This design comes from an exercise in tuning for small area on the open sky130 flow, not from production work. In this exercise RTL edits were held to simulation tests only and were not proved equivalent to the original. No activity file was given, so power comes from the tool's default toggle rates.

## design/flow/config.mk

```make
export PLATFORM = sky130hd
export DESIGN_NAME = the_game
export DESIGN_NICKNAME = the_game
export VERILOG_FILES = /design/flow/design.v
export SDC_FILE = /design/flow/constraint.sdc
export NUM_CORES = 8
export LEC_CHECK = 0
export CAP_MARGIN = 40
export CORE_MARGIN = 2
export CORE_UTILIZATION = 25
export PLACE_DENSITY = 0.35
export SLEW_MARGIN = 40
```

## design/flow/constraint.sdc

```tcl
create_clock -name core_clock -period 12.0 [get_ports {CLK}]
set_input_delay 2.4000 -clock core_clock [delete_from_list [all_inputs] [get_ports {CLK}]]
set_output_delay 2.4000 -clock core_clock [all_outputs]
set_load 0.01 [all_outputs]
```

## design/flow/design.v

```verilog
module func_1hz(	 
	input CLK,
	input rst,
	input pause,
	output reg time_1hz,
	output tick);
	reg [24:0] count;
	assign tick = (count > 25'd200) && !time_1hz;
	always @(posedge CLK) begin
		if (rst) begin
			count <= 25'b0;
			time_1hz <= 1'b0;
		end
		else if(count > 25'd200) begin
			count <= 25'b0;
			time_1hz <= ~time_1hz;
		end
		else if(~pause)
			count <= count + 1'b1;
	end
endmodule
module func_4hz(	 
	input CLK,
	input rst,
	input pause,
	output reg time_4hz,
	output tick);
	reg [24:0] count;
	assign tick = (count > 25'd50) && !time_4hz;
	always @(posedge CLK) begin
		if (rst) begin
			count <= 25'b0;
			time_4hz <= 1'b0;
		end
		else if(count > 25'd50) begin
			count <= 25'b0;
			time_4hz <= ~time_4hz;
		end
		else if(~pause)
			count <= count + 1'b1;
	end
endmodule
module func_1000hz(	 
	input CLK,
	input rst,
	output reg time_1000hz,
	output tick);
	reg [24:0] count;
	assign tick = (count > 25'd2) && !time_1000hz;
	always @(posedge CLK) begin
		if (rst) begin
			count <= 25'b0;
			time_1000hz <= 1'b0;
		end
		else if(count > 25'd2) begin
			count <= 25'b0;
			time_1000hz <= ~time_1000hz;
		end
		else
			count <= count + 1'b1;
	end
endmodule
module the_game(
	input CLK,
	input rst,	 
	input stage_plus,	 
	input shoot,	 
	input pause,	 
	input plate_move_r,plate_move_l,	 
	output [7:0] LightR,	 
	output [7:0] LightG,
	output [7:0] LightB,
	output reg [2:0] chooseCol,	 
	output enable	 
	);
	reg [63:0] LightR_reg, LightG_reg, LightB_reg;
	reg [2:0] stage;
	reg signed [3:0] ball_x, ball_y;
	reg [2:0] plate_xl, tmp_x, move_mode;
	reg shoot_confirm;
	wire time_1hz, time_4hz, time_1000hz;
	wire tick_1hz, tick_4hz, tick_1000hz;
	assign enable = 1'b1;
	assign LightR = LightR_reg[{chooseCol,3'b000} +: 8];
	assign LightG = LightG_reg[{chooseCol,3'b000} +: 8];
	assign LightB = LightB_reg[{chooseCol,3'b000} +: 8];
	func_1000hz f0(CLK,rst,time_1000hz,tick_1000hz);
	func_1hz f1(CLK,rst,pause,time_1hz,tick_1hz);
	func_4hz f2(CLK,rst,pause,time_4hz,tick_4hz);
	function rd;
		input [63:0] a;
		input signed [5:0] x, y;
		reg [63:0] sh;
		begin
			sh = a >> {x[2:0],y[2:0]};
			if (x >= 0 && x <= 7 && y >= 0 && y <= 7)
				rd = sh[0];
			else
				rd = 1'b1;
		end
	endfunction
	function [63:0] wr;
		input [63:0] a;
		input signed [5:0] x, y;
		input v;
		reg [63:0] m;
		begin
			if (x >= 0 && x <= 7 && y >= 0 && y <= 7)
				m = 64'd1 << {x[2:0],y[2:0]};
			else
				m = 64'd0;
			wr = v ? (a | m) : (a & ~m);
		end
	endfunction
	function [63:0] level;
		input [2:0] s;
		begin
			case (s)
			3'd0: level = {8'b11111111,8'b11001111,8'b10001111,8'b10011111,
			               8'b10011111,8'b10001111,8'b11001111,8'b11111111};
			3'd1: level = {8'b00001111,8'b00001111,8'b11001111,8'b01111111,
			               8'b01111111,8'b11001111,8'b00001111,8'b00001111};
			3'd2: level = {8'b00011111,8'b00011111,8'b00011111,8'b00011111,
			               8'b00011111,8'b00011111,8'b00011111,8'b00011111};
			3'd3: level = {8'b11101111,8'b11001111,8'b00101111,8'b10001111,
			               8'b00101111,8'b10001111,8'b00111111,8'b10111111};
			3'd4: level = {8'b00001111,8'b11011111,8'b00001111,8'b10111111,
			               8'b00001111,8'b01101111,8'b00001111,8'b11011111};
			3'd5: level = {8'b11111111,8'b11111111,8'b11101111,8'b11001111,
			               8'b10001111,8'b00001111,8'b00001111,8'b00001111};
			3'd6: level = {8'b00101111,8'b00001111,8'b10011111,8'b00001111,
			               8'b00001111,8'b10011111,8'b00001111,8'b01001111};
			default: level = {8'b10111111,8'b00011111,8'b10001111,8'b00011111,
			               8'b00011111,8'b10001111,8'b00011111,8'b10111111};
			endcase
		end
	endfunction
	reg [63:0] nR, nG, nB;
	reg [2:0] n_stage, n_mode;
	reg signed [3:0] bx, by;
	reg n_shot;
	wire signed [5:0] px = {3'b000, plate_xl};
	wire signed [5:0] tx = {3'b000, tmp_x};
	wire signed [5:0] X = {{2{ball_x[3]}}, ball_x};
	wire signed [5:0] Y = {{2{ball_y[3]}}, ball_y};
	task paddle;
		reg signed [5:0] cx;
		begin
			cx = {{2{bx[3]}}, bx};
			if (px+1 == cx) begin 	 
				by = by + 1;
				n_mode = 3'd0;
			end
			else if (px == cx) begin 	 
				bx = bx - 1;
				by = by + 1;
				n_mode = 3'd2;
			end
			else if (px+2 == cx) begin 	 
				bx = bx + 1;
				by = by + 1;
				n_mode = 3'd3;
			end
		end
	endtask
	task hit;
		input signed [5:0] x, y;
		begin
			nR = wr(nR, x, y, 1'b1);
			nG = wr(nG, x, y, 1'b1);
			nB = wr(nB, x, y, 1'b1);
		end
	endtask
	always @* begin
		nR = LightR_reg;
		nG = LightG_reg;
		nB = LightB_reg;
		n_stage = stage;
		n_mode = move_mode;
		n_shot = shoot_confirm;
		bx = ball_x;
		by = ball_y;
		nB = wr(nB, tx, 6'sd0, 1'b1);	 
		nB = wr(nB, tx+1, 6'sd0, 1'b1);
		nB = wr(nB, tx+2, 6'sd0, 1'b1);
		nG = wr(nG, X, Y, 1'b1);	 
		if (~pause) begin
			if (!shoot_confirm) begin
				if (stage_plus)
					n_stage = stage + 3'd1;
				nR = level(n_stage);
				nG = nR;
				nB = nR;
			end
		end
		if (~pause && shoot && !n_shot) begin 	 
			n_mode = 3'd0;
			n_shot = 1'b1;
		end
		if (~pause && n_shot) begin
			case (n_mode)
			3'd0:	 
			begin
				if (Y == 7) begin 	 
					by = by - 1;
					n_mode = 3'd1;
				end
				else if (rd(nR, X, Y+1) == 0) begin 	 
					hit(X, Y+1);
					by = by - 1;
					n_mode = 3'd1;
				end
				else begin
					by = by + 1;
				end
			end
			3'd1:	 
			begin
				if (Y == 1) begin
					paddle;
				end
				else if (rd(nR, X, Y-1) == 0) begin 	 
					hit(X, Y-1);
					by = by + 1;
					n_mode = 3'd0;
				end
				else begin
					by = by - 1;
				end
			end
			3'd2: 	 
			begin
				if (Y == 7) begin 	 
					if (X == 0) begin 	 
						bx = bx + 1;
						by = by - 1;
						n_mode = 3'd5;
					end
					else if (rd(nR, X-1, Y) == 0) begin 	 
						hit(X-1, Y);
						bx = bx + 1;
						by = by - 1;
						n_mode = 3'd5;
					end
					else if (rd(nR, X-1, Y-1) == 0) begin 	 
						hit(X-1, Y-1);
						bx = bx + 1;
						by = by - 1;
						n_mode = 3'd5;
					end
					else begin
						bx = bx - 1;
						by = by - 1;
						n_mode = 3'd4;
					end
				end
				else if (rd(nR, X, Y+1) == 0) begin 	 
					hit(X, Y+1);
					if (rd(nR, X-1, Y) == 0) begin 	 
						hit(X-1, Y);
						bx = bx + 1;
						by = by - 1;
						n_mode = 3'd5;
					end
					else if (rd(nR, X-1, Y-1) == 0) begin 	 
						hit(X-1, Y-1);
						bx = bx + 1;
						by = by - 1;
						n_mode = 3'd5;
					end
					else begin
						bx = bx - 1;
						by = by - 1;
						n_mode = 3'd4;
					end
				end
				else begin 	 
					if (rd(nR, X-1, Y) == 0) begin 	 
						hit(X-1, Y);
						if (rd(nR, X+1, Y+1) == 0) begin 	 
							hit(X+1, Y+1);
							bx = bx + 1;
							by = by - 1;
							n_mode = 3'd5;
						end
						else begin
							bx = bx + 1;
							by = by + 1;
							n_mode = 3'd3;
						end
					end
					else begin
						if (rd(nR, X-1, Y+1) == 0) begin 	 
							hit(X-1, Y+1);
							bx = bx + 1;
							by = by - 1;
							n_mode = 3'd5;
						end
						else begin
							bx = bx - 1;
							by = by + 1;
						end
					end
				end
			end
			3'd3:   
			begin
				if (Y == 7) begin 	 
					if (X == 7) begin 	 
						bx = bx - 1;
						by = by - 1;
						n_mode = 3'd4;
					end
					else if (rd(nR, X+1, Y) == 0) begin 	 
						hit(X+1, Y);
						bx = bx - 1;
						by = by - 1;
						n_mode = 3'd4;
					end
					else if (rd(nR, X+1, Y-1) == 0) begin 	 
						hit(X+1, Y-1);
						bx = bx - 1;
						by = by - 1;
						n_mode = 3'd4;
					end
					else begin
						bx = bx + 1;
						by = by - 1;
						n_mode = 3'd5;
					end
				end
				else if (rd(nR, X, Y+1) == 0) begin 	 
					hit(X, Y+1);
					if (rd(nR, X+1, Y) == 0) begin 	 
						hit(X+1, Y);
						bx = bx - 1;
						by = by - 1;
						n_mode = 3'd4;
					end
					else if (rd(nR, X+1, Y-1) == 0) begin 	 
						hit(X+1, Y-1);
						bx = bx - 1;
						by = by - 1;
						n_mode = 3'd4;
					end
					else begin
						bx = bx + 1;
						by = by - 1;
						n_mode = 3'd5;
					end
				end
				else begin 	 
					if (rd(nR, X+1, Y) == 0) begin 	 
						hit(X+1, Y);
						if (rd(nR, X-1, Y+1) == 0) begin 	 
							hit(X-1, Y+1);
							bx = bx - 1;
							by = by - 1;
							n_mode = 3'd4;
						end
						else begin
							bx = bx - 1;
							by = by + 1;
							n_mode = 3'd2;
						end
					end
					else begin
						if (rd(nR, X+1, Y+1) == 0) begin 	 
							hit(X+1, Y+1);
							bx = bx - 1;
							by = by - 1;
							n_mode = 3'd4;
						end
						else begin
							bx = bx + 1;
							by = by + 1;
						end
					end
				end
			end
			3'd4:   
			begin
				if (bx == 0) begin
					bx = bx + 1;
					by = by - 1;
					n_mode = 3'd4;
				end
				else begin
					bx = bx - 1;
					by = by - 1;
				end
				if (by == 1)
					paddle;
			end
			3'd5: 	 
			begin
				if (bx == 7) begin
					bx = bx + 1;
					by = by - 1;
					n_mode = 3'd4;
				end
				else begin
					bx = bx - 1;
					by = by - 1;
				end
				if (by == 1)
					paddle;
			end
			default: ;
			endcase
		end
		nB = wr(nB, px, 6'sd0, 1'b0);	 
		nB = wr(nB, px+1, 6'sd0, 1'b0);
		nB = wr(nB, px+2, 6'sd0, 1'b0);
		nG = wr(nG, {{2{bx[3]}}, bx}, {{2{by[3]}}, by}, 1'b0);	 
	end
	always @(posedge CLK) begin 	 
		if (rst) begin
			LightR_reg <= {64{1'b1}};
			LightG_reg <= {64{1'b1}};
			LightB_reg <= {64{1'b1}};
			stage <= 3'd0;
			ball_x <= 4'sd4;
			ball_y <= 4'sd1;
			move_mode <= 3'd0;
			shoot_confirm <= 1'b0;
			tmp_x <= 3'd3;
		end
		else if (tick_1hz) begin
			LightR_reg <= nR;
			LightG_reg <= nG;
			LightB_reg <= nB;
			stage <= n_stage;
			ball_x <= bx;
			ball_y <= by;
			move_mode <= n_mode;
			shoot_confirm <= n_shot;
			tmp_x <= plate_xl;
		end
	end
	always @(posedge CLK) begin 	 
		if (rst)
			plate_xl <= 3'd3;
		else if (tick_4hz) begin
			if (plate_move_l) begin
				if (plate_xl > 0)
					plate_xl <= plate_xl - 3'd1;
			end
			else if (plate_move_r) begin
				if (plate_xl < 5)
					plate_xl <= plate_xl + 3'd1;
			end
		end
	end
	always @(posedge CLK) begin 	 
		if (rst)
			chooseCol <= 3'd0;
		else if (tick_1000hz)
			chooseCol <= chooseCol + 3'd1;
	end
endmodule
```

## design/flow/run.sh

```bash
#!/bin/bash
# synth_recipe.tcl (not shown) runs the flow's synth.tcl, then flattens the netlist and writes it again
# the make line also repeats each setting of config.mk as NAME=value (left out here)
make -C /OpenROAD-flow-scripts/flow DESIGN_CONFIG=/design/flow/config.mk WORK_HOME=/design/flow/orfs CLKGATE_MAP_FILE= SYNTH_SCRIPT=/design/flow/synth_recipe.tcl finish
```

==> flow_summary.toml <==
[status]
outcome = "no timing/DRC/antenna violations"

[timing]
max-slew-margin-rel_pct = 31.6
fin_skew_ns = 0.0256
rsz0062_at_grt = "false"
tightestPinTransition_ns = 1.03
fin_crit_sh_pct = 83.6
hold_viol = 0
setup_viol = 0
max_freq_mhz = 99.7
post-route-min-period_ns = 10.03
fin_tns_setup_ns = 0
finalMaxSlewViolations = 0

[global_routing]
grt_first_pass_wirelength_um = 549000
grt_max_degree = 73
grt-ovfl-total = 0
grt_pass1_vias = 52000
antenna_found_initial = 66
track_usage_pct = 54.2

[clock_network]
hold_buffers = 0
clock-sinks = 294
numCtsBuffers = 44
cts-root-buf = "clkbuf_16"
cts_resized = 0
cts_tree = "done"
clkTransAtPathRegs_ns = 0.06
htree_levels = 2
postCtsSetupBuffers = 0
clk_latency_ns = 0.71
cts_buffer_depth = 3

[min_path]
hold_depth = 1
hold_end = "LightB_reg[17]"
hp-start = "LightB_reg[17]"
hp-class = "flip-flop to flip-flop"

[routing]
vias = 59200
totalWireLength_um = 431000
wl_per_cell_um = 56.1
viasPerCell = 7.70
detail-route-antenna-nets = 0
routed.top_layer = "met5"
drc_errors = 0
wl_met3_um = 63900
first_iter_violations = 10900
wl_met2_um = 162000
m1WireLength_um = 158000
drt_first_pass_iters = 7

[final_layout]
syn2layout_area_growth_pct = 17.4
drive_above_1_share_pct = 14.9
fill_cells = 16800
fin_nets = 5691
final_util_pct = 29.5
finalNonFillerCells = 7690

[yosys]
yosysMostFrequentCell = "nor2_1"
synth_area_um2 = 37400
syn_inst = 5698
synth_ff_type = "dfxtp_1"
synth_seq_cells = 294
synth_warnings = 4
syn_avg_cell_area_um2 = 6.57
ys_types = 120
synthDominantAreaCellType = "dfxtp_1"
async_flop_share_pct = 0
synth_top_area_share_pct = 15.7
netlist_top_cells_area = "dfxtp_1, o21ai_0, a21oi_1"
synth_edf_count = 0
ys_seq_area_share_pct = 15.7
ys_top_cells_by_count = "nor2_1, o21ai_0, a21oi_1, nand2_1, clkbuf_1"

[setup_path]
cp.required_ns = 12.56
setup.worst_path.class = "input port to flip-flop"
r2r-start = "ball_x[0]"
r2r_setup_slack_ns = 2.98
r2r_cells = 19
worstPathMaxFanout = 13
path_cells = "clkdlybuf4s50_1 > mux2i_1 > inv_1 > ha_1 > or3_1 > a21o_1 > a211oi_1 > o21ai_0 > nand3_1 > a21boi_0 > and3_2 > a31o_2 > a31oi_1 > or2_1 > nor3_2 > buf_4 > buf_4 > nand3_1 > a21oi_1 > a21boi_0"
r2r-end = "LightG_reg[19]"
endpoint_kind = "flip-flop"
cp_num_buf_inv = 4
slowest_delay_ns = 0.80
crit_arrival_ns = 10.59
crit_slowest_cell = "and3_2"
crit_family = "compound AO/OA/AOI/OAI gates"
cp-start-kind = "input port"

[floorplanning]
pin_count = 35
die_w_um = 391
die-height_um = 391
dieArea_um2 = 153000
core_area_um2 = 149000
start_util_pct = 25.1
rows = 142

[place]
place_congestion = 1.12
dp_cells = 7530
place.port_buffers = 33
dp_hpwl_um = 317000

[power_and_ir_drop]
power_density_nw_per_um2 = 177
vdd.ir_drop.worst_mv = 0.111
power.leakage_uw = 0.0139

[run]
maxCapViolations = 0
how the worst max path moves through the flow:
stage / start / to / slack [ns] / cells past startpoint
after floorplan: stage_plus / LightG_reg[40] / 4.72 / 19
after global placement: stage_plus / LightG_reg[61] / 1.31 / 19
after detailed placement: stage_plus / LightG_reg[19] / 1.83 / 19
after CTS: stage_plus / LightG_reg[19] / 2.53 / 19
after global routing: stage_plus / LightG_reg[41] / 2.02 / 19
final: stage_plus / LightG_reg[41] / 1.97 / 20
report_power, final:
| part | switching (µW) | internal, µW | total [µW] |
|---|---|---|---|
| clock network | 662 | 904 | 1570 |
| registers | 152 | 1060 | 1210 |
| logic | 3880 | 1130 | 5010 |
| total | 4690 | 3090 | 7790 |
layout make-up:
cell class | instances | area [µm²] | share of cell area (%)
Inverter | 57 | 214 | 0.487
Timing Repair Buffer | 423 | 3500 | 7.97
Sequential cell | 294 | 5920 | 13.5
Clock buffer | 54 | 1180 | 2.68
Antenna cell | 74 | 185 | 0.421
Multi-Input combinational cell | 4816 | 30100 | 68.4
Clock inverter | 28 | 448 | 1.02
Tap cell | 1944 | 2430 | 5.53
placed cells by master, fill, tap and decap left out, types with 84 or more instances in the layout:
cell,instances
nor2_1,615
o221ai_1,100
o211ai_1,97
o22ai_1,112
o31ai_1,84
nor3_1,193
o21ai_0,612
nand3_1,182
a21oi_1,570
a211oi_1,115
nand2_1,547
buf_4,370
dfxtp_1,278
a31oi_1,134
cells by family after synthesis:
logic type | share of synthesized area (%)
simple gates | 25.1
buf+inv | 6.84
xor+xnor | 1.17
mux | 5.66
other cells | 0.0201
flops | 15.7
fa+ha+maj | 1.64
compound gates | 43.9
routing by layer:
layer  GRT usage [%]  up-vias
met5           0.128        -
met4            47.6       24
met3            27.5     1942
met2            71.7     6014
met1            63.2    29300
li1                -    21900
per-stage QoR:
stage	setup WS (ns)	power (µW)	hold slack [ns]	cell area (µm²)
2_1_floorplan	4.72	3260	0.405	37700
3_3_place_gp	1.31	5750	0.427	41500
3_5_place_dp	1.83	5760	0.432	42000
4_1_cts	2.53	7330	0.446	43600
5_1_grt	2.02	7640	0.450	43800
6_report	1.97	7790	0.444	44000

## what the ideal ports hide
Ports are ideal in the flow. The routed layout listed here was re-timed in OpenROAD. Step 1 assumes that a clkbuf_16 drives the clock port and a buf_2 every other input. Step 2 moves the port delays by t, midway between the first and last clock arrival at a register: inputs arrive t later, outputs are due t later. That takes back most of the time a late clock gives input paths. Slacks: no drivers / after step 1 / after step 2; pairs: no drivers / after step 1.
t, ns: 0.784
slack for setup (ns): 1.966 / 2.027 / 1.243
clock arrival spread, ns: 0.025 / 0.025
worst slew at a driven data input, ns: 0.09
cell pins on the clock port's net: 1
After both steps setup and hold are still met in this run. The setup slack of this run moves by +0.061 ns with the drivers and by -0.723 ns with both steps.
